This is an optimization exercise on Yosys and OpenROAD, whose aim is small area and a short achievable clock period, not a production implementation.
RTL that was checked went through simulation tests only; none was proved equivalent to the original.
For run 2, only the layout was checked, not whether the RTL still works.
No activity file was given, so power comes from the tool's default toggle rates.

==> flow/design.v (outline; a module is shown in full before it is edited, if it fits) <==
// module PE_fa: 4 lines
// module PE_nha: 4 lines
// module PE_xn: 3 lines
// module PE_or: 3 lines
// module PE_pg: 4 lines
// module PE_sel: 3 lines
// module PE_prod: 128 lines
// module PE_acc0: 101 lines
// module PE_acc1: 156 lines
// module PE_acc2: 159 lines
// module PE_acc3: 164 lines
// module PE_prod_and: 137 lines
// module PE_acc00: 124 lines
// module PE_x3: 52 lines
// module matrix_dot_4x4: 171 lines
module matrix_dot_4x4 (
    input clk,
    input reset,
    input [7:0] A_in_0, A_in_1, A_in_2, A_in_3,
    input [7:0] B_in_0, B_in_1, B_in_2, B_in_3,
    output [31:0] C_out_00, C_out_01, C_out_02, C_out_03,
    output [31:0] C_out_10, C_out_11, C_out_12, C_out_13,
    output [31:0] C_out_20, C_out_21, C_out_22, C_out_23,
    output [31:0] C_out_30, C_out_31, C_out_32, C_out_33
);
  // ...
==> flow/flow/run.sh <==
#!/bin/bash
# Layout flow: the standard layout (standard.sh), with the port buffers
# made of plain buffers instead of the delay-cell footprint buffer_ports picks
# by default. Every tool's output goes to standard.log in this folder.
set -euo pipefail
export BUFFER_PORTS_ARGS="-buffer_cell sky130_fd_sc_hd__buf_1"
bash standard.sh finish > standard.log 2>&1
==> flow/standard.sh <==
#!/bin/bash
# synth_recipe.tcl (not shown) runs the flow's synth.tcl, then flattens the netlist and writes it again
# the make line also repeats each setting of config.mk as NAME=value (left out here)
make -C /OpenROAD-flow-scripts/flow DESIGN_CONFIG=/design/flow/config.mk WORK_HOME=/design/flow/orfs CLKGATE_MAP_FILE= SYNTH_SCRIPT=/design/flow/synth_recipe.tcl "${@:-finish}"
==> flow/config.mk <==
export PLATFORM = sky130hd
export DESIGN_NAME = matrix_dot_4x4
export DESIGN_NICKNAME = matrix_dot_4x4
export VERILOG_FILES = /design/flow/design.v
export SDC_FILE = /design/flow/constraint.sdc
export NUM_CORES = 4
export LEC_CHECK = 0
export CAP_MARGIN = 0
export CORE_MARGIN = 2
export CORE_UTILIZATION = 40
export CTS_CLUSTER_DIAMETER = 120
export CTS_CLUSTER_SIZE = 24
export SETUP_SLACK_MARGIN = 2.6
export SLEW_MARGIN = 0
export SYNTH_HIERARCHICAL = 1
export TNS_END_PERCENT = 5
==> flow/constraint.sdc <==
create_clock -name core_clock -period 5.0 [get_ports {clk}]
set_input_delay 1.0000 -clock core_clock [delete_from_list [all_inputs] [get_ports {clk}]]
set_output_delay 1.0000 -clock core_clock [all_outputs]
set_load 0.01 [all_outputs]
==> flow_summary.json, run 1 <==
{
  "outcome": "timing/DRC/antenna clean",
  "top_layer_used": "met5",
  "grt_pass1_vias": 35640,
  "period_share": 0.5201,
  "synth.area.mux_share": 0.01271,
  "htreeDepth": 2,
  "hold_path_depth": 1,
  "critical_path_class": "in -> reg",
  "pre_cts_slack_ps": 1688,
  "io_buffers": 340,
  "synthFlopType": "dfxtp_1",
  "cts_hold_buf": 0,
  "crit_family": "adder cells",
  "met1Wirelength_um": 58950,
  "synth_compound_area_frac": 0.1267,
  "slew_headroom": 0.4981,
  "core_um2": 143100,
  "antenna_found_initial": 29,
  "grt-ovfl-total": 0,
  "hpwl_um": 108500,
  "finalWirelength_um": 140500,
  "synth.avg_cell_area_um2": 10.87,
  "cts-root-buf": "clkbuf_16",
  "yosysTopAreaCellShare": 0.3691,
  "arrival_ps": 3180,
  "clock.fmax_mhz": 384.5
}
==> module PE_acc1, before the edit <==
module PE_acc1 (
    input  [27:0] n,
    input  [15:0] q,
    output [16:0] s
);
    wire nq0 = ~q[0];
    wire nq1 = ~q[1];
    wire nq2 = ~q[2];
    wire nq3 = ~q[3];
    wire nq4 = ~q[4];
    wire nq5 = ~q[5];
    wire nq6 = ~q[6];
    wire nq7 = ~q[7];
    wire nq8 = ~q[8];
    wire nq9 = ~q[9];
    wire nq10 = ~q[10];
    wire nq11 = ~q[11];
    wire nq12 = ~q[12];
    wire nq13 = ~q[13];
    wire nq14 = ~q[14];
    wire nq15 = ~q[15];
    wire fs16, fc16;
    PE_fa ufs16 (.x(n[2]), .y(n[3]), .z(nq2), .s(fs16), .c(fc16));
    wire fs17, fc17;
    PE_fa ufs17 (.x(n[4]), .y(n[5]), .z(nq3), .s(fs17), .c(fc17));
    wire hs18;
    PE_xn uhs18 (.x(n[6]), .y(nq4), .s(hs18));
    wire hc19;
    PE_or uhc19 (.x(n[6]), .y(nq4), .c(hc19));
    wire fs20, fc20;
    PE_fa ufs20 (.x(n[7]), .y(n[8]), .z(nq5), .s(fs20), .c(fc20));
    wire fs21, fc21;
    PE_fa ufs21 (.x(n[9]), .y(n[10]), .z(nq6), .s(fs21), .c(fc21));
    wire fs22, fc22;
    PE_fa ufs22 (.x(n[11]), .y(n[12]), .z(nq7), .s(fs22), .c(fc22));
    wire fs23, fc23;
    PE_fa ufs23 (.x(n[13]), .y(n[14]), .z(nq8), .s(fs23), .c(fc23));
    wire fs24, fc24;
    PE_fa ufs24 (.x(n[15]), .y(n[16]), .z(nq9), .s(fs24), .c(fc24));
    wire fs25, fc25;
    PE_fa ufs25 (.x(n[17]), .y(n[18]), .z(nq10), .s(fs25), .c(fc25));
    wire fs26, fc26;
    PE_fa ufs26 (.x(n[19]), .y(n[20]), .z(nq11), .s(fs26), .c(fc26));
    wire fs27, fc27;
    PE_fa ufs27 (.x(n[21]), .y(n[22]), .z(nq12), .s(fs27), .c(fc27));
    wire fs28, fc28;
    PE_fa ufs28 (.x(n[23]), .y(n[24]), .z(nq13), .s(fs28), .c(fc28));
    wire fs29, fc29;
    PE_fa ufs29 (.x(n[25]), .y(n[26]), .z(nq14), .s(fs29), .c(fc29));
    wire hs30;
    PE_xn uhs30 (.x(n[27]), .y(nq15), .s(hs30));
    wire hc31;
    PE_or uhc31 (.x(n[27]), .y(nq15), .c(hc31));
    wire hg32, hp32;
    PE_pg uhg32 (.x(n[0]), .y(nq0), .g(hg32), .p(hp32));
    wire hg33, hp33;
    PE_pg uhg33 (.x(n[1]), .y(nq1), .g(hg33), .p(hp33));
    wire nt34 = ~fs16;
    wire hg35, hp35;
    PE_pg uhg35 (.x(fc16), .y(fs17), .g(hg35), .p(hp35));
    wire hg36, hp36;
    PE_pg uhg36 (.x(fc17), .y(hs18), .g(hg36), .p(hp36));
    wire hg37, hp37;
    PE_pg uhg37 (.x(hc19), .y(fs20), .g(hg37), .p(hp37));
    wire hg38, hp38;
    PE_pg uhg38 (.x(fc20), .y(fs21), .g(hg38), .p(hp38));
    wire hg39, hp39;
    PE_pg uhg39 (.x(fc21), .y(fs22), .g(hg39), .p(hp39));
    wire hg40, hp40;
    PE_pg uhg40 (.x(fc22), .y(fs23), .g(hg40), .p(hp40));
    wire hg41, hp41;
    PE_pg uhg41 (.x(fc23), .y(fs24), .g(hg41), .p(hp41));
    wire hg42, hp42;
    PE_pg uhg42 (.x(fc24), .y(fs25), .g(hg42), .p(hp42));
    wire hg43, hp43;
    PE_pg uhg43 (.x(fc25), .y(fs26), .g(hg43), .p(hp43));
    wire hg44, hp44;
    PE_pg uhg44 (.x(fc26), .y(fs27), .g(hg44), .p(hp44));
    wire hg45, hp45;
    PE_pg uhg45 (.x(fc27), .y(fs28), .g(hg45), .p(hp45));
    wire hg46, hp46;
    PE_pg uhg46 (.x(fc28), .y(fs29), .g(hg46), .p(hp46));
    wire hg47, hp47;
    PE_pg uhg47 (.x(fc29), .y(hs30), .g(hg47), .p(hp47));
    wire nt48 = ~hc31;
    wire or49 = hg32 | hp32;
    wire G50 = hg33 | (hp33 & or49);
    wire G51 = hg35 | (hp35 & fs16);
    wire an52 = hp35 & nt34;
    wire G53 = hg37 | (hp37 & hg36);
    wire an54 = hp37 & hp36;
    wire G55 = hg39 | (hp39 & hg38);
    wire an56 = hp39 & hp38;
    wire G57 = hg41 | (hp41 & hg40);
    wire an58 = hp41 & hp40;
    wire G59 = hg43 | (hp43 & hg42);
    wire an60 = hp43 & hp42;
    wire G61 = hg45 | (hp45 & hg44);
    wire an62 = hp45 & hp44;
    wire G63 = hg47 | (hp47 & hg46);
    wire an64 = hp47 & hp46;
    wire G65 = fs16 | (nt34 & G50);
    wire G66 = G51 | (an52 & G50);
    wire G67 = hg38 | (hp38 & G53);
    wire an68 = hp38 & an54;
    wire G69 = G55 | (an56 & G53);
    wire an70 = an56 & an54;
    wire G71 = hg42 | (hp42 & G57);
    wire an72 = hp42 & an58;
    wire G73 = G59 | (an60 & G57);
    wire an74 = an60 & an58;
    wire G75 = hg46 | (hp46 & G61);
    wire an76 = hp46 & an62;
    wire G77 = G63 | (an64 & G61);
    wire an78 = an64 & an62;
    wire G79 = hg36 | (hp36 & G66);
    wire G80 = G53 | (an54 & G66);
    wire G81 = G67 | (an68 & G66);
    wire G82 = G69 | (an70 & G66);
    wire G83 = hg44 | (hp44 & G73);
    wire an84 = hp44 & an74;
    wire G85 = G61 | (an62 & G73);
    wire an86 = an62 & an74;
    wire G87 = G75 | (an76 & G73);
    wire an88 = an76 & an74;
    wire G89 = G77 | (an78 & G73);
    wire an90 = an78 & an74;
    wire G91 = hg40 | (hp40 & G82);
    wire G92 = G57 | (an58 & G82);
    wire G93 = G71 | (an72 & G82);
    wire G94 = G73 | (an74 & G82);
    wire G95 = G83 | (an84 & G82);
    wire G96 = G85 | (an86 & G82);
    wire G97 = G87 | (an88 & G82);
    wire G98 = G89 | (an90 & G82);
    wire G99 = hc31 | (nt48 & G98);
    wire nt100 = ~hp32;
    wire nt101 = ~nt100;
    wire xn102 = ~(hp33 ^ or49);
    wire xn103 = ~(nt34 ^ G50);
    wire xn104 = ~(hp35 ^ G65);
    wire xn105 = ~(hp36 ^ G66);
    wire xn106 = ~(hp37 ^ G79);
    wire xn107 = ~(hp38 ^ G80);
    wire xn108 = ~(hp39 ^ G81);
    wire xn109 = ~(hp40 ^ G82);
    wire xn110 = ~(hp41 ^ G91);
    wire xn111 = ~(hp42 ^ G92);
    wire xn112 = ~(hp43 ^ G93);
    wire xn113 = ~(hp44 ^ G94);
    wire xn114 = ~(hp45 ^ G95);
    wire xn115 = ~(hp46 ^ G96);
    wire xn116 = ~(hp47 ^ G97);
    wire xn117 = ~(nt48 ^ G98);
    assign s = {xn117, xn116, xn115, xn114, xn113, xn112, xn111, xn110, xn109, xn108, xn107, xn106, xn105, xn104, xn103, xn102, nt101};
endmodule
==> run 2: changes to the inputs <==
--- a/flow/design.v
+++ b/flow/design.v
@@ -248,489 +248,457 @@
     wire xn82 = ~(nt15 ^ G64);
     assign s = {xn82, xn81, xn80, xn79, xn78, xn77, xn76, xn75, xn74, xn73, xn72, xn71, xn70, xn69, xn68, nt67};
 endmodule
 module PE_acc1 (
     input  [27:0] n,
     input  [15:0] q,
     output [16:0] s
 );
-    wire nq0 = ~q[0];
-    wire nq1 = ~q[1];
-    wire nq2 = ~q[2];
-    wire nq3 = ~q[3];
-    wire nq4 = ~q[4];
-    wire nq5 = ~q[5];
-    wire nq6 = ~q[6];
-    wire nq7 = ~q[7];
-    wire nq8 = ~q[8];
-    wire nq9 = ~q[9];
-    wire nq10 = ~q[10];
-    wire nq11 = ~q[11];
-    wire nq12 = ~q[12];
-    wire nq13 = ~q[13];
-    wire nq14 = ~q[14];
-    wire nq15 = ~q[15];
-    wire fs16, fc16;
-    PE_fa ufs16 (.x(n[2]), .y(n[3]), .z(nq2), .s(fs16), .c(fc16));
-    wire fs17, fc17;
-    PE_fa ufs17 (.x(n[4]), .y(n[5]), .z(nq3), .s(fs17), .c(fc17));
-    wire hs18;
-    PE_xn uhs18 (.x(n[6]), .y(nq4), .s(hs18));
-    wire hc19;
-    PE_or uhc19 (.x(n[6]), .y(nq4), .c(hc19));
-    wire fs20, fc20;
-    PE_fa ufs20 (.x(n[7]), .y(n[8]), .z(nq5), .s(fs20), .c(fc20));
-    wire fs21, fc21;
-    PE_fa ufs21 (.x(n[9]), .y(n[10]), .z(nq6), .s(fs21), .c(fc21));
-    wire fs22, fc22;
-    PE_fa ufs22 (.x(n[11]), .y(n[12]), .z(nq7), .s(fs22), .c(fc22));
-    wire fs23, fc23;
-    PE_fa ufs23 (.x(n[13]), .y(n[14]), .z(nq8), .s(fs23), .c(fc23));
-    wire fs24, fc24;
-    PE_fa ufs24 (.x(n[15]), .y(n[16]), .z(nq9), .s(fs24), .c(fc24));
-    wire fs25, fc25;
-    PE_fa ufs25 (.x(n[17]), .y(n[18]), .z(nq10), .s(fs25), .c(fc25));
-    wire fs26, fc26;
-    PE_fa ufs26 (.x(n[19]), .y(n[20]), .z(nq11), .s(fs26), .c(fc26));
-    wire fs27, fc27;
-    PE_fa ufs27 (.x(n[21]), .y(n[22]), .z(nq12), .s(fs27), .c(fc27));
-    wire fs28, fc28;
-    PE_fa ufs28 (.x(n[23]), .y(n[24]), .z(nq13), .s(fs28), .c(fc28));
-    wire fs29, fc29;
-    PE_fa ufs29 (.x(n[25]), .y(n[26]), .z(nq14), .s(fs29), .c(fc29));
-    wire hs30;
-    PE_xn uhs30 (.x(n[27]), .y(nq15), .s(hs30));
-    wire hc31;
-    PE_or uhc31 (.x(n[27]), .y(nq15), .c(hc31));
-    wire hg32, hp32;
-    PE_pg uhg32 (.x(n[0]), .y(nq0), .g(hg32), .p(hp32));
-    wire hg33, hp33;
-    PE_pg uhg33 (.x(n[1]), .y(nq1), .g(hg33), .p(hp33));
-    wire nt34 = ~fs16;
-    wire hg35, hp35;
-    PE_pg uhg35 (.x(fc16), .y(fs17), .g(hg35), .p(hp35));
-    wire hg36, hp36;
-    PE_pg uhg36 (.x(fc17), .y(hs18), .g(hg36), .p(hp36));
-    wire hg37, hp37;
-    PE_pg uhg37 (.x(hc19), .y(fs20), .g(hg37), .p(hp37));
-    wire hg38, hp38;
-    PE_pg uhg38 (.x(fc20), .y(fs21), .g(hg38), .p(hp38));
-    wire hg39, hp39;
-    PE_pg uhg39 (.x(fc21), .y(fs22), .g(hg39), .p(hp39));
-    wire hg40, hp40;
-    PE_pg uhg40 (.x(fc22), .y(fs23), .g(hg40), .p(hp40));
-    wire hg41, hp41;
-    PE_pg uhg41 (.x(fc23), .y(fs24), .g(hg41), .p(hp41));
-    wire hg42, hp42;
-    PE_pg uhg42 (.x(fc24), .y(fs25), .g(hg42), .p(hp42));
-    wire hg43, hp43;
-    PE_pg uhg43 (.x(fc25), .y(fs26), .g(hg43), .p(hp43));
-    wire hg44, hp44;
-    PE_pg uhg44 (.x(fc26), .y(fs27), .g(hg44), .p(hp44));
-    wire hg45, hp45;
-    PE_pg uhg45 (.x(fc27), .y(fs28), .g(hg45), .p(hp45));
-    wire hg46, hp46;
-    PE_pg uhg46 (.x(fc28), .y(fs29), .g(hg46), .p(hp46));
-    wire hg47, hp47;
-    PE_pg uhg47 (.x(fc29), .y(hs30), .g(hg47), .p(hp47));
-    wire nt48 = ~hc31;
-    wire or49 = hg32 | hp32;
-    wire G50 = hg33 | (hp33 & or49);
-    wire G51 = hg35 | (hp35 & fs16);
-    wire an52 = hp35 & nt34;
-    wire G53 = hg37 | (hp37 & hg36);
-    wire an54 = hp37 & hp36;
-    wire G55 = hg39 | (hp39 & hg38);
-    wire an56 = hp39 & hp38;
-    wire G57 = hg41 | (hp41 & hg40);
-    wire an58 = hp41 & hp40;
-    wire G59 = hg43 | (hp43 & hg42);
-    wire an60 = hp43 & hp42;
-    wire G61 = hg45 | (hp45 & hg44);
-    wire an62 = hp45 & hp44;
-    wire G63 = hg47 | (hp47 & hg46);
-    wire an64 = hp47 & hp46;
-    wire G65 = fs16 | (nt34 & G50);
-    wire G66 = G51 | (an52 & G50);
-    wire G67 = hg38 | (hp38 & G53);
-    wire an68 = hp38 & an54;
-    wire G69 = G55 | (an56 & G53);
-    wire an70 = an56 & an54;
-    wire G71 = hg42 | (hp42 & G57);
-    wire an72 = hp42 & an58;
-    wire G73 = G59 | (an60 & G57);
-    wire an74 = an60 & an58;
-    wire G75 = hg46 | (hp46 & G61);
-    wire an76 = hp46 & an62;
-    wire G77 = G63 | (an64 & G61);
-    wire an78 = an64 & an62;
-    wire G79 = hg36 | (hp36 & G66);
-    wire G80 = G53 | (an54 & G66);
-    wire G81 = G67 | (an68 & G66);
-    wire G82 = G69 | (an70 & G66);
-    wire G83 = hg44 | (hp44 & G73);
-    wire an84 = hp44 & an74;
-    wire G85 = G61 | (an62 & G73);
-    wire an86 = an62 & an74;
-    wire G87 = G75 | (an76 & G73);
-    wire an88 = an76 & an74;
-    wire G89 = G77 | (an78 & G73);
-    wire an90 = an78 & an74;
-    wire G91 = hg40 | (hp40 & G82);
-    wire G92 = G57 | (an58 & G82);
-    wire G93 = G71 | (an72 & G82);
-    wire G94 = G73 | (an74 & G82);
-    wire G95 = G83 | (an84 & G82);
-    wire G96 = G85 | (an86 & G82);
-    wire G97 = G87 | (an88 & G82);
-    wire G98 = G89 | (an90 & G82);
-    wire G99 = hc31 | (nt48 & G98);
-    wire nt100 = ~hp32;
-    wire nt101 = ~nt100;
-    wire xn102 = ~(hp33 ^ or49);
-    wire xn103 = ~(nt34 ^ G50);
-    wire xn104 = ~(hp35 ^ G65);
-    wire xn105 = ~(hp36 ^ G66);
-    wire xn106 = ~(hp37 ^ G79);
-    wire xn107 = ~(hp38 ^ G80);
-    wire xn108 = ~(hp39 ^ G81);
-    wire xn109 = ~(hp40 ^ G82);
-    wire xn110 = ~(hp41 ^ G91);
-    wire xn111 = ~(hp42 ^ G92);
-    wire xn112 = ~(hp43 ^ G93);
-    wire xn113 = ~(hp44 ^ G94);
-    wire xn114 = ~(hp45 ^ G95);
-    wire xn115 = ~(hp46 ^ G96);
-    wire xn116 = ~(hp47 ^ G97);
-    wire xn117 = ~(nt48 ^ G98);
-    assign s = {xn117, xn116, xn115, xn114, xn113, xn112, xn111, xn110, xn109, xn108, xn107, xn106, xn105, xn104, xn103, xn102, nt101};
+    wire fs0, fc0;
+    PE_fa ufs0 (.x(n[2]), .y(n[3]), .z(q[2]), .s(fs0), .c(fc0));
+    wire fs1, fc1;
+    PE_fa ufs1 (.x(n[4]), .y(n[5]), .z(q[3]), .s(fs1), .c(fc1));
+    wire hg2, hp2;
+    PE_pg uhg2 (.x(n[6]), .y(q[4]), .g(hg2), .p(hp2));
+    wire fs3, fc3;
+    PE_fa ufs3 (.x(n[7]), .y(n[8]), .z(q[5]), .s(fs3), .c(fc3));
+    wire fs4, fc4;
+    PE_fa ufs4 (.x(n[9]), .y(n[10]), .z(q[6]), .s(fs4), .c(fc4));
+    wire fs5, fc5;
+    PE_fa ufs5 (.x(n[11]), .y(n[12]), .z(q[7]), .s(fs5), .c(fc5));
+    wire fs6, fc6;
+    PE_fa ufs6 (.x(n[13]), .y(n[14]), .z(q[8]), .s(fs6), .c(fc6));
+    wire fs7, fc7;
+    PE_fa ufs7 (.x(n[15]), .y(n[16]), .z(q[9]), .s(fs7), .c(fc7));
+    wire fs8, fc8;
+    PE_fa ufs8 (.x(n[17]), .y(n[18]), .z(q[10]), .s(fs8), .c(fc8));
+    wire fs9, fc9;
+    PE_fa ufs9 (.x(n[19]), .y(n[20]), .z(q[11]), .s(fs9), .c(fc9));
+    wire fs10, fc10;
+    PE_fa ufs10 (.x(n[21]), .y(n[22]), .z(q[12]), .s(fs10), .c(fc10));
+    wire fs11, fc11;
+    PE_fa ufs11 (.x(n[23]), .y(n[24]), .z(q[13]), .s(fs11), .c(fc11));
+    wire fs12, fc12;
+    PE_fa ufs12 (.x(n[25]), .y(n[26]), .z(q[14]), .s(fs12), .c(fc12));
+    wire hg13, hp13;
+    PE_pg uhg13 (.x(n[27]), .y(q[15]), .g(hg13), .p(hp13));
+    wire hg14, hp14;
+    PE_pg uhg14 (.x(n[0]), .y(q[0]), .g(hg14), .p(hp14));
+    wire hg15, hp15;
+    PE_pg uhg15 (.x(n[1]), .y(q[1]), .g(hg15), .p(hp15));
+    wire hg16, hp16;
+    PE_pg uhg16 (.x(fc0), .y(fs1), .g(hg16), .p(hp16));
+    wire hg17, hp17;
+    PE_pg uhg17 (.x(fc1), .y(hp2), .g(hg17), .p(hp17));
+    wire hg18, hp18;
+    PE_pg uhg18 (.x(hg2), .y(fs3), .g(hg18), .p(hp18));
+    wire hg19, hp19;
+    PE_pg uhg19 (.x(fc3), .y(fs4), .g(hg19), .p(hp19));
+    wire hg20, hp20;
+    PE_pg uhg20 (.x(fc4), .y(fs5), .g(hg20), .p(hp20));
+    wire hg21, hp21;
+    PE_pg uhg21 (.x(fc5), .y(fs6), .g(hg21), .p(hp21));
+    wire hg22, hp22;
+    PE_pg uhg22 (.x(fc6), .y(fs7), .g(hg22), .p(hp22));
+    wire hg23, hp23;
+    PE_pg uhg23 (.x(fc7), .y(fs8), .g(hg23), .p(hp23));
+    wire hg24, hp24;
+    PE_pg uhg24 (.x(fc8), .y(fs9), .g(hg24), .p(hp24));
+    wire hg25, hp25;
+    PE_pg uhg25 (.x(fc9), .y(fs10), .g(hg25), .p(hp25));
+    wire hg26, hp26;
+    PE_pg uhg26 (.x(fc10), .y(fs11), .g(hg26), .p(hp26));
+    wire hg27, hp27;
+    PE_pg uhg27 (.x(fc11), .y(fs12), .g(hg27), .p(hp27));
+    wire hg28, hp28;
+    PE_pg uhg28 (.x(fc12), .y(hp13), .g(hg28), .p(hp28));
+    wire G29 = hg15 | (hp15 & hg14);
+    wire an30 = hp15 & hp14;
+    wire an31 = hp16 & fs0;
+    wire G32 = hg18 | (hp18 & hg17);
+    wire an33 = hp18 & hp17;
+    wire G34 = hg20 | (hp20 & hg19);
+    wire an35 = hp20 & hp19;
+    wire G36 = hg22 | (hp22 & hg21);
+    wire an37 = hp22 & hp21;
+    wire G38 = hg24 | (hp24 & hg23);
+    wire an39 = hp24 & hp23;
+    wire G40 = hg26 | (hp26 & hg25);
+    wire an41 = hp26 & hp25;
+    wire G42 = hg28 | (hp28 & hg27);
+    wire an43 = hp28 & hp27;
+    wire an44 = fs0 & G29;
+    wire an45 = fs0 & an30;
+    wire G46 = hg16 | (an31 & G29);
+    wire an47 = an31 & an30;
+    wire G48 = hg19 | (hp19 & G32);
+    wire an49 = hp19 & an33;
+    wire G50 = G34 | (an35 & G32);
+    wire an51 = an35 & an33;
+    wire G52 = hg23 | (hp23 & G36);
+    wire an53 = hp23 & an37;
+    wire G54 = G38 | (an39 & G36);
+    wire an55 = an39 & an37;
+    wire G56 = hg27 | (hp27 & G40);
+    wire an57 = hp27 & an41;
+    wire G58 = G42 | (an43 & G40);
+    wire an59 = an43 & an41;
+    wire G60 = hg17 | (hp17 & G46);
+    wire an61 = hp17 & an47;
+    wire G62 = G32 | (an33 & G46);
+    wire an63 = an33 & an47;
+    wire G64 = G48 | (an49 & G46);
+    wire an65 = an49 & an47;
+    wire G66 = G50 | (an51 & G46);
+    wire an67 = an51 & an47;
+    wire G68 = hg25 | (hp25 & G54);
+    wire an69 = hp25 & an55;
+    wire G70 = G40 | (an41 & G54);
+    wire an71 = an41 & an55;
+    wire G72 = G56 | (an57 & G54);
+    wire an73 = an57 & an55;
+    wire G74 = G58 | (an59 & G54);
+    wire an75 = an59 & an55;
+    wire G76 = hg21 | (hp21 & G66);
+    wire an77 = hp21 & an67;
+    wire G78 = G36 | (an37 & G66);
+    wire an79 = an37 & an67;
+    wire G80 = G52 | (an53 & G66);
+    wire an81 = an53 & an67;
+    wire G82 = G54 | (an55 & G66);
+    wire an83 = an55 & an67;
+    wire G84 = G68 | (an69 & G66);
+    wire an85 = an69 & an67;
+    wire G86 = G70 | (an71 & G66);
+    wire an87 = an71 & an67;
+    wire G88 = G72 | (an73 & G66);
+    wire an89 = an73 & an67;
+    wire G90 = G74 | (an75 & G66);
+    wire an91 = an75 & an67;
+    wire an92 = hg13 & G90;
+    wire an93 = hg13 & an91;
+    wire xo94 = hp15 ^ hg14;
+    wire xo95 = fs0 ^ G29;
+    wire xo96 = hp16 ^ an44;
+    wire xo97 = hp17 ^ G46;
+    wire xo98 = hp18 ^ G60;
+    wire xo99 = hp19 ^ G62;
+    wire xo100 = hp20 ^ G64;
+    wire xo101 = hp21 ^ G66;
+    wire xo102 = hp22 ^ G76;
+    wire xo103 = hp23 ^ G78;
+    wire xo104 = hp24 ^ G80;
+    wire xo105 = hp25 ^ G82;
+    wire xo106 = hp26 ^ G84;
+    wire xo107 = hp27 ^ G86;
+    wire xo108 = hp28 ^ G88;
+    wire xo109 = hg13 ^ G90;
+    assign s = {xo109, xo108, xo107, xo106, xo105, xo104, xo103, xo102, xo101, xo100, xo99, xo98, xo97, xo96, xo95, xo94, hp14};
 endmodule
 module PE_acc2 (
     input  [27:0] n,
     input  [16:0] q,
     output [17:0] s
 );
-    wire nq0 = ~q[0];
-    wire nq1 = ~q[1];
-    wire nq2 = ~q[2];
-    wire nq3 = ~q[3];
-    wire nq4 = ~q[4];
-    wire nq5 = ~q[5];
-    wire nq6 = ~q[6];
-    wire nq7 = ~q[7];
-    wire nq8 = ~q[8];
-    wire nq9 = ~q[9];
-    wire nq10 = ~q[10];
-    wire nq11 = ~q[11];
-    wire nq12 = ~q[12];
-    wire nq13 = ~q[13];
-    wire nq14 = ~q[14];
-    wire nq15 = ~q[15];
-    wire nq16 = ~q[16];
-    wire fs17, fc17;
-    PE_fa ufs17 (.x(n[2]), .y(n[3]), .z(nq2), .s(fs17), .c(fc17));
-    wire fs18, fc18;
-    PE_fa ufs18 (.x(n[4]), .y(n[5]), .z(nq3), .s(fs18), .c(fc18));
-    wire hs19;
-    PE_xn uhs19 (.x(n[6]), .y(nq4), .s(hs19));
-    wire hc20;
-    PE_or uhc20 (.x(n[6]), .y(nq4), .c(hc20));
-    wire fs21, fc21;
-    PE_fa ufs21 (.x(n[7]), .y(n[8]), .z(nq5), .s(fs21), .c(fc21));
-    wire fs22, fc22;
-    PE_fa ufs22 (.x(n[9]), .y(n[10]), .z(nq6), .s(fs22), .c(fc22));
-    wire fs23, fc23;
-    PE_fa ufs23 (.x(n[11]), .y(n[12]), .z(nq7), .s(fs23), .c(fc23));
-    wire fs24, fc24;
-    PE_fa ufs24 (.x(n[13]), .y(n[14]), .z(nq8), .s(fs24), .c(fc24));
-    wire fs25, fc25;
-    PE_fa ufs25 (.x(n[15]), .y(n[16]), .z(nq9), .s(fs25), .c(fc25));
-    wire fs26, fc26;
-    PE_fa ufs26 (.x(n[17]), .y(n[18]), .z(nq10), .s(fs26), .c(fc26));
-    wire fs27, fc27;
-    PE_fa ufs27 (.x(n[19]), .y(n[20]), .z(nq11), .s(fs27), .c(fc27));
-    wire fs28, fc28;
-    PE_fa ufs28 (.x(n[21]), .y(n[22]), .z(nq12), .s(fs28), .c(fc28));
-    wire fs29, fc29;
-    PE_fa ufs29 (.x(n[23]), .y(n[24]), .z(nq13), .s(fs29), .c(fc29));
-    wire fs30, fc30;
-    PE_fa ufs30 (.x(n[25]), .y(n[26]), .z(nq14), .s(fs30), .c(fc30));
-    wire hs31;
-    PE_xn uhs31 (.x(n[27]), .y(nq15), .s(hs31));
-    wire hc32;
-    PE_or uhc32 (.x(n[27]), .y(nq15), .c(hc32));
-    wire hg33, hp33;
-    PE_pg uhg33 (.x(n[0]), .y(nq0), .g(hg33), .p(hp33));
-    wire hg34, hp34;
-    PE_pg uhg34 (.x(n[1]), .y(nq1), .g(hg34), .p(hp34));
-    wire nt35 = ~fs17;
-    wire hg36, hp36;
-    PE_pg uhg36 (.x(fc17), .y(fs18), .g(hg36), .p(hp36));
-    wire hg37, hp37;
-    PE_pg uhg37 (.x(fc18), .y(hs19), .g(hg37), .p(hp37));
-    wire hg38, hp38;
-    PE_pg uhg38 (.x(hc20), .y(fs21), .g(hg38), .p(hp38));
-    wire hg39, hp39;
-    PE_pg uhg39 (.x(fc21), .y(fs22), .g(hg39), .p(hp39));
-    wire hg40, hp40;
-    PE_pg uhg40 (.x(fc22), .y(fs23), .g(hg40), .p(hp40));
-    wire hg41, hp41;
-    PE_pg uhg41 (.x(fc23), .y(fs24), .g(hg41), .p(hp41));
-    wire hg42, hp42;
-    PE_pg uhg42 (.x(fc24), .y(fs25), .g(hg42), .p(hp42));
-    wire hg43, hp43;
-    PE_pg uhg43 (.x(fc25), .y(fs26), .g(hg43), .p(hp43));
-    wire hg44, hp44;
-    PE_pg uhg44 (.x(fc26), .y(fs27), .g(hg44), .p(hp44));
-    wire hg45, hp45;
-    PE_pg uhg45 (.x(fc27), .y(fs28), .g(hg45), .p(hp45));
-    wire hg46, hp46;
-    PE_pg uhg46 (.x(fc28), .y(fs29), .g(hg46), .p(hp46));
-    wire hg47, hp47;
-    PE_pg uhg47 (.x(fc29), .y(fs30), .g(hg47), .p(hp47));
-    wire hg48, hp48;
-    PE_pg uhg48 (.x(fc30), .y(hs31), .g(hg48), .p(hp48));
-    wire hg49, hp49;
-    PE_pg uhg49 (.x(nq16), .y(hc32), .g(hg49), .p(hp49));
-    wire or50 = hg33 | hp33;
-    wire G51 = hg34 | (hp34 & or50);
-    wire G52 = hg36 | (hp36 & fs17);
-    wire an53 = hp36 & nt35;
-    wire G54 = hg38 | (hp38 & hg37);
-    wire an55 = hp38 & hp37;
-    wire G56 = hg40 | (hp40 & hg39);
-    wire an57 = hp40 & hp39;
-    wire G58 = hg42 | (hp42 & hg41);
-    wire an59 = hp42 & hp41;
-    wire G60 = hg44 | (hp44 & hg43);
-    wire an61 = hp44 & hp43;
-    wire G62 = hg46 | (hp46 & hg45);
-    wire an63 = hp46 & hp45;
-    wire G64 = hg48 | (hp48 & hg47);
-    wire an65 = hp48 & hp47;
-    wire G66 = fs17 | (nt35 & G51);
-    wire G67 = G52 | (an53 & G51);
-    wire G68 = hg39 | (hp39 & G54);
-    wire an69 = hp39 & an55;
-    wire G70 = G56 | (an57 & G54);
-    wire an71 = an57 & an55;
-    wire G72 = hg43 | (hp43 & G58);
-    wire an73 = hp43 & an59;
-    wire G74 = G60 | (an61 & G58);
-    wire an75 = an61 & an59;
-    wire G76 = hg47 | (hp47 & G62);
-    wire an77 = hp47 & an63;
-    wire G78 = G64 | (an65 & G62);
-    wire an79 = an65 & an63;
-    wire G80 = hg37 | (hp37 & G67);
-    wire G81 = G54 | (an55 & G67);
-    wire G82 = G68 | (an69 & G67);
-    wire G83 = G70 | (an71 & G67);
-    wire G84 = hg45 | (hp45 & G74);
-    wire an85 = hp45 & an75;
-    wire G86 = G62 | (an63 & G74);
-    wire an87 = an63 & an75;
-    wire G88 = G76 | (an77 & G74);
-    wire an89 = an77 & an75;
-    wire G90 = G78 | (an79 & G74);
-    wire an91 = an79 & an75;
-    wire G92 = hg41 | (hp41 & G83);
-    wire G93 = G58 | (an59 & G83);
-    wire G94 = G72 | (an73 & G83);
-    wire G95 = G74 | (an75 & G83);
-    wire G96 = G84 | (an85 & G83);
-    wire G97 = G86 | (an87 & G83);
-    wire G98 = G88 | (an89 & G83);
-    wire G99 = G90 | (an91 & G83);
-    wire G100 = hg49 | (hp49 & G99);
-    wire nt101 = ~hp33;
-    wire nt102 = ~nt101;
-    wire xn103 = ~(hp34 ^ or50);
-    wire xn104 = ~(nt35 ^ G51);
-    wire xn105 = ~(hp36 ^ G66);
-    wire xn106 = ~(hp37 ^ G67);
-    wire xn107 = ~(hp38 ^ G80);
-    wire xn108 = ~(hp39 ^ G81);
-    wire xn109 = ~(hp40 ^ G82);
-    wire xn110 = ~(hp41 ^ G83);
-    wire xn111 = ~(hp42 ^ G92);
-    wire xn112 = ~(hp43 ^ G93);
-    wire xn113 = ~(hp44 ^ G94);
-    wire xn114 = ~(hp45 ^ G95);
-    wire xn115 = ~(hp46 ^ G96);
-    wire xn116 = ~(hp47 ^ G97);
-    wire xn117 = ~(hp48 ^ G98);
-    wire xn118 = ~(hp49 ^ G99);
-    wire nt119 = ~G100;
-    assign s = {nt119, xn118, xn117, xn116, xn115, xn114, xn113, xn112, xn111, xn110, xn109, xn108, xn107, xn106, xn105, xn104, xn103, nt102};
+    wire fs0, fc0;
+    PE_fa ufs0 (.x(n[2]), .y(n[3]), .z(q[2]), .s(fs0), .c(fc0));
+    wire fs1, fc1;
+    PE_fa ufs1 (.x(n[4]), .y(n[5]), .z(q[3]), .s(fs1), .c(fc1));
+    wire hg2, hp2;
+    PE_pg uhg2 (.x(n[6]), .y(q[4]), .g(hg2), .p(hp2));
+    wire fs3, fc3;
+    PE_fa ufs3 (.x(n[7]), .y(n[8]), .z(q[5]), .s(fs3), .c(fc3));
+    wire fs4, fc4;
+    PE_fa ufs4 (.x(n[9]), .y(n[10]), .z(q[6]), .s(fs4), .c(fc4));
+    wire fs5, fc5;
+    PE_fa ufs5 (.x(n[11]), .y(n[12]), .z(q[7]), .s(fs5), .c(fc5));
+    wire fs6, fc6;
+    PE_fa ufs6 (.x(n[13]), .y(n[14]), .z(q[8]), .s(fs6), .c(fc6));
+    wire fs7, fc7;
+    PE_fa ufs7 (.x(n[15]), .y(n[16]), .z(q[9]), .s(fs7), .c(fc7));
+    wire fs8, fc8;
+    PE_fa ufs8 (.x(n[17]), .y(n[18]), .z(q[10]), .s(fs8), .c(fc8));
+    wire fs9, fc9;
+    PE_fa ufs9 (.x(n[19]), .y(n[20]), .z(q[11]), .s(fs9), .c(fc9));
+    wire fs10, fc10;
+    PE_fa ufs10 (.x(n[21]), .y(n[22]), .z(q[12]), .s(fs10), .c(fc10));
+    wire fs11, fc11;
+    PE_fa ufs11 (.x(n[23]), .y(n[24]), .z(q[13]), .s(fs11), .c(fc11));
+    wire fs12, fc12;
+    PE_fa ufs12 (.x(n[25]), .y(n[26]), .z(q[14]), .s(fs12), .c(fc12));
+    wire hg13, hp13;
+    PE_pg uhg13 (.x(n[27]), .y(q[15]), .g(hg13), .p(hp13));
+    wire hg14, hp14;
+    PE_pg uhg14 (.x(n[0]), .y(q[0]), .g(hg14), .p(hp14));
+    wire hg15, hp15;
+    PE_pg uhg15 (.x(n[1]), .y(q[1]), .g(hg15), .p(hp15));
+    wire hg16, hp16;
+    PE_pg uhg16 (.x(fc0), .y(fs1), .g(hg16), .p(hp16));
+    wire hg17, hp17;
+    PE_pg uhg17 (.x(fc1), .y(hp2), .g(hg17), .p(hp17));
+    wire hg18, hp18;
+    PE_pg uhg18 (.x(hg2), .y(fs3), .g(hg18), .p(hp18));
+    wire hg19, hp19;
+    PE_pg uhg19 (.x(fc3), .y(fs4), .g(hg19), .p(hp19));
+    wire hg20, hp20;
+    PE_pg uhg20 (.x(fc4), .y(fs5), .g(hg20), .p(hp20));
+    wire hg21, hp21;
+    PE_pg uhg21 (.x(fc5), .y(fs6), .g(hg21), .p(hp21));
+    wire hg22, hp22;
+    PE_pg uhg22 (.x(fc6), .y(fs7), .g(hg22), .p(hp22));
+    wire hg23, hp23;
+    PE_pg uhg23 (.x(fc7), .y(fs8), .g(hg23), .p(hp23));
+    wire hg24, hp24;
+    PE_pg uhg24 (.x(fc8), .y(fs9), .g(hg24), .p(hp24));
+    wire hg25, hp25;
+    PE_pg uhg25 (.x(fc9), .y(fs10), .g(hg25), .p(hp25));
+    wire hg26, hp26;
+    PE_pg uhg26 (.x(fc10), .y(fs11), .g(hg26), .p(hp26));
+    wire hg27, hp27;
+    PE_pg uhg27 (.x(fc11), .y(fs12), .g(hg27), .p(hp27));
+    wire hg28, hp28;
+    PE_pg uhg28 (.x(fc12), .y(hp13), .g(hg28), .p(hp28));
+    wire hg29, hp29;
+    PE_pg uhg29 (.x(q[16]), .y(hg13), .g(hg29), .p(hp29));
+    wire G30 = hg15 | (hp15 & hg14);
+    wire an31 = hp15 & hp14;
+    wire an32 = hp16 & fs0;
+    wire G33 = hg18 | (hp18 & hg17);
+    wire an34 = hp18 & hp17;
+    wire G35 = hg20 | (hp20 & hg19);
+    wire an36 = hp20 & hp19;
+    wire G37 = hg22 | (hp22 & hg21);
+    wire an38 = hp22 & hp21;
+    wire G39 = hg24 | (hp24 & hg23);
+    wire an40 = hp24 & hp23;
+    wire G41 = hg26 | (hp26 & hg25);
+    wire an42 = hp26 & hp25;
+    wire G43 = hg28 | (hp28 & hg27);
+    wire an44 = hp28 & hp27;
+    wire an45 = fs0 & G30;
+    wire an46 = fs0 & an31;
+    wire G47 = hg16 | (an32 & G30);
+    wire an48 = an32 & an31;
+    wire G49 = hg19 | (hp19 & G33);
+    wire an50 = hp19 & an34;
+    wire G51 = G35 | (an36 & G33);
+    wire an52 = an36 & an34;
+    wire G53 = hg23 | (hp23 & G37);
+    wire an54 = hp23 & an38;
+    wire G55 = G39 | (an40 & G37);
+    wire an56 = an40 & an38;
+    wire G57 = hg27 | (hp27 & G41);
+    wire an58 = hp27 & an42;
+    wire G59 = G43 | (an44 & G41);
+    wire an60 = an44 & an42;
+    wire G61 = hg17 | (hp17 & G47);
+    wire an62 = hp17 & an48;
+    wire G63 = G33 | (an34 & G47);
+    wire an64 = an34 & an48;
+    wire G65 = G49 | (an50 & G47);
+    wire an66 = an50 & an48;
+    wire G67 = G51 | (an52 & G47);
+    wire an68 = an52 & an48;
+    wire G69 = hg25 | (hp25 & G55);
+    wire an70 = hp25 & an56;
+    wire G71 = G41 | (an42 & G55);
+    wire an72 = an42 & an56;
+    wire G73 = G57 | (an58 & G55);
+    wire an74 = an58 & an56;
+    wire G75 = G59 | (an60 & G55);
+    wire an76 = an60 & an56;
+    wire G77 = hg21 | (hp21 & G67);
+    wire an78 = hp21 & an68;
+    wire G79 = G37 | (an38 & G67);
+    wire an80 = an38 & an68;
+    wire G81 = G53 | (an54 & G67);
+    wire an82 = an54 & an68;
+    wire G83 = G55 | (an56 & G67);
+    wire an84 = an56 & an68;
+    wire G85 = G69 | (an70 & G67);
+    wire an86 = an70 & an68;
+    wire G87 = G71 | (an72 & G67);
+    wire an88 = an72 & an68;
+    wire G89 = G73 | (an74 & G67);
+    wire an90 = an74 & an68;
+    wire G91 = G75 | (an76 & G67);
+    wire an92 = an76 & an68;
+    wire G93 = hg29 | (hp29 & G91);
+    wire an94 = hp29 & an92;
+    wire xo95 = hp15 ^ hg14;
+    wire xo96 = fs0 ^ G30;
+    wire xo97 = hp16 ^ an45;
+    wire xo98 = hp17 ^ G47;
+    wire xo99 = hp18 ^ G61;
+    wire xo100 = hp19 ^ G63;
+    wire xo101 = hp20 ^ G65;
+    wire xo102 = hp21 ^ G67;
+    wire xo103 = hp22 ^ G77;
+    wire xo104 = hp23 ^ G79;
+    wire xo105 = hp24 ^ G81;
+    wire xo106 = hp25 ^ G83;
+    wire xo107 = hp26 ^ G85;
+    wire xo108 = hp27 ^ G87;
+    wire xo109 = hp28 ^ G89;
+    wire xo110 = hp29 ^ G91;
+    assign s = {G93, xo110, xo109, xo108, xo107, xo106, xo105, xo104, xo103, xo102, xo101, xo100, xo99, xo98, xo97, xo96, xo95, hp14};
 endmodule
 module PE_acc3 (
     input  [27:0] n,
     input  [17:0] q,
     output [17:0] s
 );
-    wire nq0 = ~q[0];
-    wire nq1 = ~q[1];
-    wire nq2 = ~q[2];
-    wire nq3 = ~q[3];
-    wire nq4 = ~q[4];
-    wire nq5 = ~q[5];
-    wire nq6 = ~q[6];
-    wire nq7 = ~q[7];
-    wire nq8 = ~q[8];
-    wire nq9 = ~q[9];
-    wire nq10 = ~q[10];
-    wire nq11 = ~q[11];
-    wire nq12 = ~q[12];
-    wire nq13 = ~q[13];
-    wire nq14 = ~q[14];
-    wire nq15 = ~q[15];
-    wire nq16 = ~q[16];
-    wire nq17 = ~q[17];
-    wire fs18, fc18;
-    PE_fa ufs18 (.x(n[2]), .y(n[3]), .z(nq2), .s(fs18), .c(fc18));
-    wire fs19, fc19;
-    PE_fa ufs19 (.x(n[4]), .y(n[5]), .z(nq3), .s(fs19), .c(fc19));
-    wire hs20;
-    PE_xn uhs20 (.x(n[6]), .y(nq4), .s(hs20));
-    wire hc21;
-    PE_or uhc21 (.x(n[6]), .y(nq4), .c(hc21));
-    wire fs22, fc22;
-    PE_fa ufs22 (.x(n[7]), .y(n[8]), .z(nq5), .s(fs22), .c(fc22));
-    wire fs23, fc23;
-    PE_fa ufs23 (.x(n[9]), .y(n[10]), .z(nq6), .s(fs23), .c(fc23));
-    wire fs24, fc24;
-    PE_fa ufs24 (.x(n[11]), .y(n[12]), .z(nq7), .s(fs24), .c(fc24));
-    wire fs25, fc25;
-    PE_fa ufs25 (.x(n[13]), .y(n[14]), .z(nq8), .s(fs25), .c(fc25));
-    wire fs26, fc26;
-    PE_fa ufs26 (.x(n[15]), .y(n[16]), .z(nq9), .s(fs26), .c(fc26));
-    wire fs27, fc27;
-    PE_fa ufs27 (.x(n[17]), .y(n[18]), .z(nq10), .s(fs27), .c(fc27));
-    wire fs28, fc28;
-    PE_fa ufs28 (.x(n[19]), .y(n[20]), .z(nq11), .s(fs28), .c(fc28));
-    wire fs29, fc29;
-    PE_fa ufs29 (.x(n[21]), .y(n[22]), .z(nq12), .s(fs29), .c(fc29));
-    wire fs30, fc30;
-    PE_fa ufs30 (.x(n[23]), .y(n[24]), .z(nq13), .s(fs30), .c(fc30));
-    wire fs31, fc31;
-    PE_fa ufs31 (.x(n[25]), .y(n[26]), .z(nq14), .s(fs31), .c(fc31));
-    wire hs32;
-    PE_xn uhs32 (.x(n[27]), .y(nq15), .s(hs32));
-    wire hc33;
-    PE_or uhc33 (.x(n[27]), .y(nq15), .c(hc33));
-    wire hg34, hp34;
-    PE_pg uhg34 (.x(n[0]), .y(nq0), .g(hg34), .p(hp34));
-    wire hg35, hp35;
-    PE_pg uhg35 (.x(n[1]), .y(nq1), .g(hg35), .p(hp35));
-    wire nt36 = ~fs18;
-    wire hg37, hp37;
-    PE_pg uhg37 (.x(fc18), .y(fs19), .g(hg37), .p(hp37));
-    wire hg38, hp38;
-    PE_pg uhg38 (.x(fc19), .y(hs20), .g(hg38), .p(hp38));
-    wire hg39, hp39;
-    PE_pg uhg39 (.x(hc21), .y(fs22), .g(hg39), .p(hp39));
-    wire hg40, hp40;
-    PE_pg uhg40 (.x(fc22), .y(fs23), .g(hg40), .p(hp40));
-    wire hg41, hp41;
-    PE_pg uhg41 (.x(fc23), .y(fs24), .g(hg41), .p(hp41));
-    wire hg42, hp42;
-    PE_pg uhg42 (.x(fc24), .y(fs25), .g(hg42), .p(hp42));
-    wire hg43, hp43;
-    PE_pg uhg43 (.x(fc25), .y(fs26), .g(hg43), .p(hp43));
-    wire hg44, hp44;
-    PE_pg uhg44 (.x(fc26), .y(fs27), .g(hg44), .p(hp44));
-    wire hg45, hp45;
-    PE_pg uhg45 (.x(fc27), .y(fs28), .g(hg45), .p(hp45));
-    wire hg46, hp46;
-    PE_pg uhg46 (.x(fc28), .y(fs29), .g(hg46), .p(hp46));
-    wire hg47, hp47;
-    PE_pg uhg47 (.x(fc29), .y(fs30), .g(hg47), .p(hp47));
-    wire hg48, hp48;
-    PE_pg uhg48 (.x(fc30), .y(fs31), .g(hg48), .p(hp48));
-    wire hg49, hp49;
-    PE_pg uhg49 (.x(fc31), .y(hs32), .g(hg49), .p(hp49));
-    wire hg50, hp50;
-    PE_pg uhg50 (.x(nq16), .y(hc33), .g(hg50), .p(hp50));
-    wire nt51 = ~nq17;
-    wire or52 = hg34 | hp34;
-    wire G53 = hg35 | (hp35 & or52);
-    wire G54 = hg37 | (hp37 & fs18);
-    wire an55 = hp37 & nt36;
-    wire G56 = hg39 | (hp39 & hg38);
-    wire an57 = hp39 & hp38;
-    wire G58 = hg41 | (hp41 & hg40);
-    wire an59 = hp41 & hp40;
-    wire G60 = hg43 | (hp43 & hg42);
-    wire an61 = hp43 & hp42;
-    wire G62 = hg45 | (hp45 & hg44);
-    wire an63 = hp45 & hp44;
-    wire G64 = hg47 | (hp47 & hg46);
-    wire an65 = hp47 & hp46;
-    wire G66 = hg49 | (hp49 & hg48);
-    wire an67 = hp49 & hp48;
-    wire G68 = nq17 | (nt51 & hg50);
-    wire an69 = nt51 & hp50;
-    wire G70 = fs18 | (nt36 & G53);
-    wire G71 = G54 | (an55 & G53);
-    wire G72 = hg40 | (hp40 & G56);
-    wire an73 = hp40 & an57;
-    wire G74 = G58 | (an59 & G56);
-    wire an75 = an59 & an57;
-    wire G76 = hg44 | (hp44 & G60);
-    wire an77 = hp44 & an61;
-    wire G78 = G62 | (an63 & G60);
-    wire an79 = an63 & an61;
-    wire G80 = hg48 | (hp48 & G64);
-    wire an81 = hp48 & an65;
-    wire G82 = G66 | (an67 & G64);
-    wire an83 = an67 & an65;
-    wire G84 = hg38 | (hp38 & G71);
-    wire G85 = G56 | (an57 & G71);
-    wire G86 = G72 | (an73 & G71);
-    wire G87 = G74 | (an75 & G71);
-    wire G88 = hg46 | (hp46 & G78);
-    wire an89 = hp46 & an79;
-    wire G90 = G64 | (an65 & G78);
-    wire an91 = an65 & an79;
-    wire G92 = G80 | (an81 & G78);
-    wire an93 = an81 & an79;
-    wire G94 = G82 | (an83 & G78);
-    wire an95 = an83 & an79;
-    wire G96 = hg42 | (hp42 & G87);
-    wire G97 = G60 | (an61 & G87);
-    wire G98 = G76 | (an77 & G87);
-    wire G99 = G78 | (an79 & G87);
-    wire G100 = G88 | (an89 & G87);
-    wire G101 = G90 | (an91 & G87);
-    wire G102 = G92 | (an93 & G87);
-    wire G103 = G94 | (an95 & G87);
-    wire G104 = hg50 | (hp50 & G103);
-    wire G105 = G68 | (an69 & G103);
-    wire nt106 = ~hp34;
-    wire nt107 = ~nt106;
-    wire xn108 = ~(hp35 ^ or52);
-    wire xn109 = ~(nt36 ^ G53);
-    wire xn110 = ~(hp37 ^ G70);
-    wire xn111 = ~(hp38 ^ G71);
-    wire xn112 = ~(hp39 ^ G84);
-    wire xn113 = ~(hp40 ^ G85);
-    wire xn114 = ~(hp41 ^ G86);
-    wire xn115 = ~(hp42 ^ G87);
-    wire xn116 = ~(hp43 ^ G96);
-    wire xn117 = ~(hp44 ^ G97);
-    wire xn118 = ~(hp45 ^ G98);
-    wire xn119 = ~(hp46 ^ G99);
-    wire xn120 = ~(hp47 ^ G100);
-    wire xn121 = ~(hp48 ^ G101);
-    wire xn122 = ~(hp49 ^ G102);
-    wire xn123 = ~(hp50 ^ G103);
-    wire xn124 = ~(nt51 ^ G104);
-    assign s = {xn124, xn123, xn122, xn121, xn120, xn119, xn118, xn117, xn116, xn115, xn114, xn113, xn112, xn111, xn110, xn109, xn108, nt107};
+    wire fs0, fc0;
+    PE_fa ufs0 (.x(n[2]), .y(n[3]), .z(q[2]), .s(fs0), .c(fc0));
+    wire fs1, fc1;
+    PE_fa ufs1 (.x(n[4]), .y(n[5]), .z(q[3]), .s(fs1), .c(fc1));
+    wire hg2, hp2;
+    PE_pg uhg2 (.x(n[6]), .y(q[4]), .g(hg2), .p(hp2));
+    wire fs3, fc3;
+    PE_fa ufs3 (.x(n[7]), .y(n[8]), .z(q[5]), .s(fs3), .c(fc3));
+    wire fs4, fc4;
+    PE_fa ufs4 (.x(n[9]), .y(n[10]), .z(q[6]), .s(fs4), .c(fc4));
+    wire fs5, fc5;
+    PE_fa ufs5 (.x(n[11]), .y(n[12]), .z(q[7]), .s(fs5), .c(fc5));
+    wire fs6, fc6;
+    PE_fa ufs6 (.x(n[13]), .y(n[14]), .z(q[8]), .s(fs6), .c(fc6));
+    wire fs7, fc7;
+    PE_fa ufs7 (.x(n[15]), .y(n[16]), .z(q[9]), .s(fs7), .c(fc7));
+    wire fs8, fc8;
+    PE_fa ufs8 (.x(n[17]), .y(n[18]), .z(q[10]), .s(fs8), .c(fc8));
+    wire fs9, fc9;
+    PE_fa ufs9 (.x(n[19]), .y(n[20]), .z(q[11]), .s(fs9), .c(fc9));
+    wire fs10, fc10;
+    PE_fa ufs10 (.x(n[21]), .y(n[22]), .z(q[12]), .s(fs10), .c(fc10));
+    wire fs11, fc11;
+    PE_fa ufs11 (.x(n[23]), .y(n[24]), .z(q[13]), .s(fs11), .c(fc11));
+    wire fs12, fc12;
+    PE_fa ufs12 (.x(n[25]), .y(n[26]), .z(q[14]), .s(fs12), .c(fc12));
+    wire hg13, hp13;
+    PE_pg uhg13 (.x(n[27]), .y(q[15]), .g(hg13), .p(hp13));
+    wire hg14, hp14;
+    PE_pg uhg14 (.x(n[0]), .y(q[0]), .g(hg14), .p(hp14));
+    wire hg15, hp15;
+    PE_pg uhg15 (.x(n[1]), .y(q[1]), .g(hg15), .p(hp15));
+    wire hg16, hp16;
+    PE_pg uhg16 (.x(fc0), .y(fs1), .g(hg16), .p(hp16));
+    wire hg17, hp17;
+    PE_pg uhg17 (.x(fc1), .y(hp2), .g(hg17), .p(hp17));
+    wire hg18, hp18;
+    PE_pg uhg18 (.x(hg2), .y(fs3), .g(hg18), .p(hp18));
+    wire hg19, hp19;
+    PE_pg uhg19 (.x(fc3), .y(fs4), .g(hg19), .p(hp19));
+    wire hg20, hp20;
+    PE_pg uhg20 (.x(fc4), .y(fs5), .g(hg20), .p(hp20));
+    wire hg21, hp21;
+    PE_pg uhg21 (.x(fc5), .y(fs6), .g(hg21), .p(hp21));
+    wire hg22, hp22;
+    PE_pg uhg22 (.x(fc6), .y(fs7), .g(hg22), .p(hp22));
+    wire hg23, hp23;
+    PE_pg uhg23 (.x(fc7), .y(fs8), .g(hg23), .p(hp23));
+    wire hg24, hp24;
+    PE_pg uhg24 (.x(fc8), .y(fs9), .g(hg24), .p(hp24));
+    wire hg25, hp25;
+    PE_pg uhg25 (.x(fc9), .y(fs10), .g(hg25), .p(hp25));
+    wire hg26, hp26;
+    PE_pg uhg26 (.x(fc10), .y(fs11), .g(hg26), .p(hp26));
+    wire hg27, hp27;
+    PE_pg uhg27 (.x(fc11), .y(fs12), .g(hg27), .p(hp27));
+    wire hg28, hp28;
+    PE_pg uhg28 (.x(fc12), .y(hp13), .g(hg28), .p(hp28));
+    wire hg29, hp29;
+    PE_pg uhg29 (.x(q[16]), .y(hg13), .g(hg29), .p(hp29));
+    wire G30 = hg15 | (hp15 & hg14);
+    wire an31 = hp15 & hp14;
+    wire an32 = hp16 & fs0;
+    wire G33 = hg18 | (hp18 & hg17);
+    wire an34 = hp18 & hp17;
+    wire G35 = hg20 | (hp20 & hg19);
+    wire an36 = hp20 & hp19;
+    wire G37 = hg22 | (hp22 & hg21);
+    wire an38 = hp22 & hp21;
+    wire G39 = hg24 | (hp24 & hg23);
+    wire an40 = hp24 & hp23;
+    wire G41 = hg26 | (hp26 & hg25);
+    wire an42 = hp26 & hp25;
+    wire G43 = hg28 | (hp28 & hg27);
+    wire an44 = hp28 & hp27;
+    wire an45 = q[17] & hg29;
+    wire an46 = q[17] & hp29;
+    wire an47 = fs0 & G30;
+    wire an48 = fs0 & an31;
+    wire G49 = hg16 | (an32 & G30);
+    wire an50 = an32 & an31;
+    wire G51 = hg19 | (hp19 & G33);
+    wire an52 = hp19 & an34;
+    wire G53 = G35 | (an36 & G33);
+    wire an54 = an36 & an34;
+    wire G55 = hg23 | (hp23 & G37);
+    wire an56 = hp23 & an38;
+    wire G57 = G39 | (an40 & G37);
+    wire an58 = an40 & an38;
+    wire G59 = hg27 | (hp27 & G41);
+    wire an60 = hp27 & an42;
+    wire G61 = G43 | (an44 & G41);
+    wire an62 = an44 & an42;
+    wire G63 = hg17 | (hp17 & G49);
+    wire an64 = hp17 & an50;
+    wire G65 = G33 | (an34 & G49);
+    wire an66 = an34 & an50;
+    wire G67 = G51 | (an52 & G49);
+    wire an68 = an52 & an50;
+    wire G69 = G53 | (an54 & G49);
+    wire an70 = an54 & an50;
+    wire G71 = hg25 | (hp25 & G57);
+    wire an72 = hp25 & an58;
+    wire G73 = G41 | (an42 & G57);
+    wire an74 = an42 & an58;
+    wire G75 = G59 | (an60 & G57);
+    wire an76 = an60 & an58;
+    wire G77 = G61 | (an62 & G57);
+    wire an78 = an62 & an58;
+    wire G79 = hg21 | (hp21 & G69);
+    wire an80 = hp21 & an70;
+    wire G81 = G37 | (an38 & G69);
+    wire an82 = an38 & an70;
+    wire G83 = G55 | (an56 & G69);
+    wire an84 = an56 & an70;
+    wire G85 = G57 | (an58 & G69);
+    wire an86 = an58 & an70;
+    wire G87 = G71 | (an72 & G69);
+    wire an88 = an72 & an70;
+    wire G89 = G73 | (an74 & G69);
+    wire an90 = an74 & an70;
+    wire G91 = G75 | (an76 & G69);
+    wire an92 = an76 & an70;
+    wire G93 = G77 | (an78 & G69);
+    wire an94 = an78 & an70;
+    wire G95 = hg29 | (hp29 & G93);
+    wire an96 = hp29 & an94;
+    wire G97 = an45 | (an46 & G93);
+    wire an98 = an46 & an94;
+    wire xo99 = hp15 ^ hg14;
+    wire xo100 = fs0 ^ G30;
+    wire xo101 = hp16 ^ an47;
+    wire xo102 = hp17 ^ G49;
+    wire xo103 = hp18 ^ G63;
+    wire xo104 = hp19 ^ G65;
+    wire xo105 = hp20 ^ G67;
+    wire xo106 = hp21 ^ G69;
+    wire xo107 = hp22 ^ G79;
+    wire xo108 = hp23 ^ G81;
+    wire xo109 = hp24 ^ G83;
+    wire xo110 = hp25 ^ G85;
+    wire xo111 = hp26 ^ G87;
+    wire xo112 = hp27 ^ G89;
+    wire xo113 = hp28 ^ G91;
+    wire xo114 = hp29 ^ G93;
+    wire xo115 = q[17] ^ G95;
+    assign s = {xo115, xo114, xo113, xo112, xo111, xo110, xo109, xo108, xo107, xo106, xo105, xo104, xo103, xo102, xo101, xo100, xo99, hp14};
 endmodule
 module PE_prod_and (
     input  [7:0] d,
     input  [7:0] m,
     output [36:0] n
 );
     wire npp0 = ~(d[0] & m[0]);
     wire npp1 = ~(d[0] & m[1]);
@@ -1180,23 +1148,23 @@
     PE_acc2 e32 (.n(m32), .q(q31), .s(s32));
     wire [27:0] n33;
     reg  [27:0] m33;
     wire [17:0] s33;
     reg  [17:0] q33;
     PE_prod p33 (.d(b3_2), .m(a3_2), .m3(xa3_2), .n(n33));
     PE_acc3 e33 (.n(m33), .q(q32), .s(s33));
     always @(posedge clk) begin
-        m00 <= n00; m01 <= n01; m02 <= n02; m03 <= n03;
+        m00 <= n00; m01 <= ~n01; m02 <= ~n02; m03 <= ~n03;
         q00 <= s00; q01 <= s01; q02 <= s02; q03 <= s03;
-        m10 <= n10; m11 <= n11; m12 <= n12; m13 <= n13;
+        m10 <= n10; m11 <= ~n11; m12 <= ~n12; m13 <= ~n13;
         q10 <= s10; q11 <= s11; q12 <= s12; q13 <= s13;
-        m20 <= n20; m21 <= n21; m22 <= n22; m23 <= n23;
+        m20 <= n20; m21 <= ~n21; m22 <= ~n22; m23 <= ~n23;
         q20 <= s20; q21 <= s21; q22 <= s22; q23 <= s23;
-        m30 <= n30; m31 <= n31; m32 <= n32; m33 <= n33;
+        m30 <= n30; m31 <= ~n31; m32 <= ~n32; m33 <= ~n33;
         q30 <= s30; q31 <= s31; q32 <= s32; q33 <= s33;
     end
     assign C_out_00 = {16'd0, q00};
     assign C_out_01 = {15'd0, q01};
     assign C_out_02 = {14'd0, q02};
     assign C_out_03 = {14'd0, q03};
     assign C_out_10 = {16'd0, q10};
     assign C_out_11 = {15'd0, q11};
==> flow/run.sh (new file) <==
#!/bin/bash
# synth_recipe.tcl (not shown) runs the flow's synth.tcl, then flattens the netlist and writes it again
# the make line also repeats each setting of config.mk as NAME=value (left out here)
make -C /OpenROAD-flow-scripts/flow DESIGN_CONFIG=/design/flow/config.mk WORK_HOME=/design/flow/orfs CLKGATE_MAP_FILE= SYNTH_SCRIPT=/design/flow/synth_recipe.tcl finish
==> flow/config.mk (replaced) <==
export PLATFORM = sky130hd
export DESIGN_NAME = matrix_dot_4x4
export DESIGN_NICKNAME = matrix_dot_4x4
export VERILOG_FILES = /design/flow/design.v
export SDC_FILE = /design/flow/constraint.sdc
export NUM_CORES = 4
export LEC_CHECK = 0
export CAP_MARGIN = 5
export CORE_MARGIN = 2
export CORE_UTILIZATION = 40
export CTS_CLUSTER_DIAMETER = 120
export CTS_CLUSTER_SIZE = 24
export SETUP_SLACK_MARGIN = 2.6
export SLEW_MARGIN = 5
export SYNTH_HIERARCHICAL = 1
export TNS_END_PERCENT = 20
removed: flow/flow/run.sh
removed: flow/standard.sh
==> flow_summary.json, run 2 <==
{
  "synth-seq-cells": 1060,
  "end_kind": "flip-flop",
  "drc": 0,
  "firstDrtPassIters": 14,
  "rows": 138,
  "synth_cells": 5266,
  "initial_utilization": 0.4044,
  "arrival_ps": 3290,
  "setup-tns-final_ps": 0,
  "period_share": 0.5436,
  "cp_cell_sequence": "fa_2 > ha_4 > and2_4 > a41o_1 > a21oi_2 > a211oi_2 > or3_4 > ha_4 > or2_4",
  "max_stage_delay_ps": 560,
  "grt_pass1_vias": 35082,
  "htreeDepth": 2,
  "finalWirelength_um": 140100,
  "route.vias.total": 35329,
  "path_max_fanout": 4,
  "hpwl_um": 110500,
  "crit_top_cell": "ha_4",
  "clkTransAtPathRegs_ps": 100,
  "die_area_um2": 146500,
  "cts-root-buf": "clkbuf_16",
  "hp-class": "reg -> reg",
  "largest_reg_flops": 37,
  "gp_congestion": 0.8817,
  "outcome": "timing/DRC/antenna clean",
  "fin_worst_skew_ps": 26.73,
  "cp_slowest_cell": "fa_2",
  "grt_use_total": 0.1853,
  "synth_edf_count": 0,
  "synthFlopType": "dfxtp_1",
  "final_cell_mix": "875 x dfxtp_1, 426 x inv_1, 420 x a222oi_1, 360 x fa_1, 308 x ha_1",
  "rsz0062_at_grt": "true",
  "fin_nets": 5748,
  "cts_buffers": 51,
  "utilization": 0.4226,
  "min_period_ps": 2718,
  "ios": 578,
  "setup_viol": 0,
  "worst_slew_pin_slew_ps": 631.2,
  "required_ps": 5580,
  "p_leak_nw": 26.44,
  "peakVddDrop_mv": 0.4267,
  "synth_area_leaders": "dfxtp_1 37%, buf_4 13%, fa_1 13%",
  "antenna_found_initial": 29,
  "dr.first_iter.drc_count": 5465,
  "cts_tree": "done",
  "layout-drive-gt1-share": 0.1551,
  "yosysSeqAreaShare": 0.3697,
  "synth_top_area_cell": "dfxtp_1",
  "async_flop_share": 0,
  "synth_cell_type_count": 78,
  "regMostFlops": "m00",
  "yosysTopAreaCellShare": 0.3697,
  "clock_sinks": 1060,
  "grt_pass1_wl_um": 211200,
  "die-width_um": 382.8,
  "synth_warnings": 7,
  "grt-ovfl-total": 0,
  "area_growth_pct": 4.497,
  "grt_max_degree": 25,
  "wire_per_inst_um": 20.45,
  "final_common_cell": "dfxtp_1",
  "io_buffers": 340,
  "drv_slew": 0,
  "core_um2": 141900,
  "viasPerCell": 5.155,
  "synth.cell_area_um2": 57400,
  "hold_violations": 0,
  "critical_path_class": "reg -> reg",
  "slew_headroom": 0.5792,
  "ctsLongestPathBuffers": 3,
  "cap_violations": 0,
  "yosysMostFrequentCell": "dfxtp_1",
  "clock_latency_ps": 690,
  "synth.avg_cell_area_um2": 10.90,
  "clock.fmax_mhz": 367.9,
  "cellPowerDensity_nw_per_um2": 659.6,
  "startpoint_type": "flip-flop",
  "fp.dieH_um": 382.8,
  "antenna_left": 0,
  "synth_common_cells": "1060 x dfxtp_1, 1014 x buf_4, 427 x inv_1"
}
[run 2: area by class of cell]
type / instances / area, um^2
Clock buffer: 51 / 1276
Multi-Input combinational cell: 2980 / 28970
Tap cell: 1890 / 2365
Antenna cell: 12 / 30.03
Timing Repair Buffer: 426 / 4084
Sequential cell: 1060 / 21570
Inverter: 427 / 1603
Clock inverter: 8 / 78.83
Fill cell: 13615 / 81950
[run 2: path summary, 6_finish.rpt]
| check | from | endpoint | slack (ps) | cells past startpoint |
|---|---|---|---|---|
| setup reg to reg | q01[9]$_DFF_P_ | q02[17]$_DFF_P_ | 2280 | 9 |
| hold reg to reg | m10[1]$_DFF_P_ | q10[1]$_DFF_P_ | 360 | 1 |
| setup / recovery | q01[9]$_DFF_P_ | q02[17]$_DFF_P_ | 2280 | 9 |
| hold / removal | m10[1]$_DFF_P_ | q10[1]$_DFF_P_ | 360 | 1 |
[run 2: what timing repair did]
action	in CTS	in global routing
resized for setup	606	225
setup endpoints to repair	507	435
pin swaps	108	98
hold buffers	0	0
setup buffers	56	28
[run 2: per-module statistics from Yosys, one instance, submodules excluded, a selection]
module          cells  area (um^2)
PE_xn               1        8.758
PE_prod            56        380.4
PE_acc0            72        509.2
PE_acc00           74        508.0
PE_acc2            84        618.1
PE_sel              1        10.01
PE_pg               1        12.51
PE_or               1        6.256
PE_x3              41        360.3
PE_acc1            76        560.5
PE_acc3            92        628.1
PE_fa               1        20.02
matrix_dot_4x4   1633        24260
[run 2: power by group]
group	leakage, nW	internal (mW)	switching [mW]
clock	0.666	1.86	2.74
sequential	8.92	11.1	2.01
combinational	16.9	11.0	10.8
[run 2: metal layers]
layer	track usage	part of all wire
met1	0.2415	0.42
met2	0.3171	0.49
met3	0.02620	0.062
met4	0.05621	0.025
met5	0	0.00094
[run 2: kinds of logic after synthesis]
| family | after synthesis | share of synthesized area |
|---|---|---|
| AO/OA/AOI/OAI | 805 | 0.1258 |
| buffers and inverters | 1461 | 0.1640 |
| XOR/XNOR | 221 | 0.03372 |
| adder cells (fa/ha/maj) | 736 | 0.2088 |
| AND/OR/NAND/NOR | 913 | 0.08437 |
| flip-flops | 1060 | 0.3697 |
| multiplexers | 69 | 0.01343 |
| other | 1 | 0.00006534 |
[run 2: stage by stage]
step / area [um^2] / hold slack [ps] / setup WS [ps] / total power [mW] / std cells
after floorplan: 58660 / 367.1 / 2213 / 32.78 / 5501
after global placement: 56590 / 342.9 / 1366 / 32.65 / 6699
after detailed placement: 56590 / 341.4 / 1289 / 32.87 / 6699
after CTS: 59060 / 366.5 / 2289 / 38.94 / 6814
after global routing: 59960 / 376.5 / 2197 / 42.89 / 6848
final: 59980 / 360.0 / 2282 / 39.56 / 6854
[run 2: worst max-delay path, delay by kind of cell, from the launching register on]
kind	cells	cell delay, ps
adders and majority gates	3	940
and+or+nand+nor	3	780
AOI/OAI and AO/OA	3	520
DFF	1	380

==> static timing again, ports no longer ideal <==
No port has a modelled driver above. Below, the same layouts with a new extraction and two added sets of constraints.
Step 1 (the two cells are an assumption about what drives the block):
set clk [get_ports {clk}]
set_driving_cell -lib_cell sky130_fd_sc_hd__clkbuf_16 $clk
set_driving_cell -lib_cell sky130_fd_sc_hd__buf_2 [delete_from_list [all_inputs] $clk]
Step 2, shift: input delay + t, output delay - t, t = (earliest + latest rising clock arrival at the registers) / 2. This alone moves slack from input paths to output paths.
Three values: no drivers, after step 1, after step 2; two values: the first two.
run | t (ns) | slack for setup (ns) | latest minus earliest clock arrival (ns) | worst register clock-pin slew, ns | cell pins on the clock port's net
run 1 | 0.749 | 2.399 / 2.376 / 1.627 | 0.042 / 0.042 | 0.10 / 0.10 | 1
run 2 | 0.748 | 2.282 / 2.282 / 1.782 | 0.029 / 0.029 | 0.10 / 0.10 | 1
After both steps setup and hold are still met in every run listed. The setup slack of run 1, which loses most, moves by -0.023 ns with the drivers and by -0.772 ns with both steps.
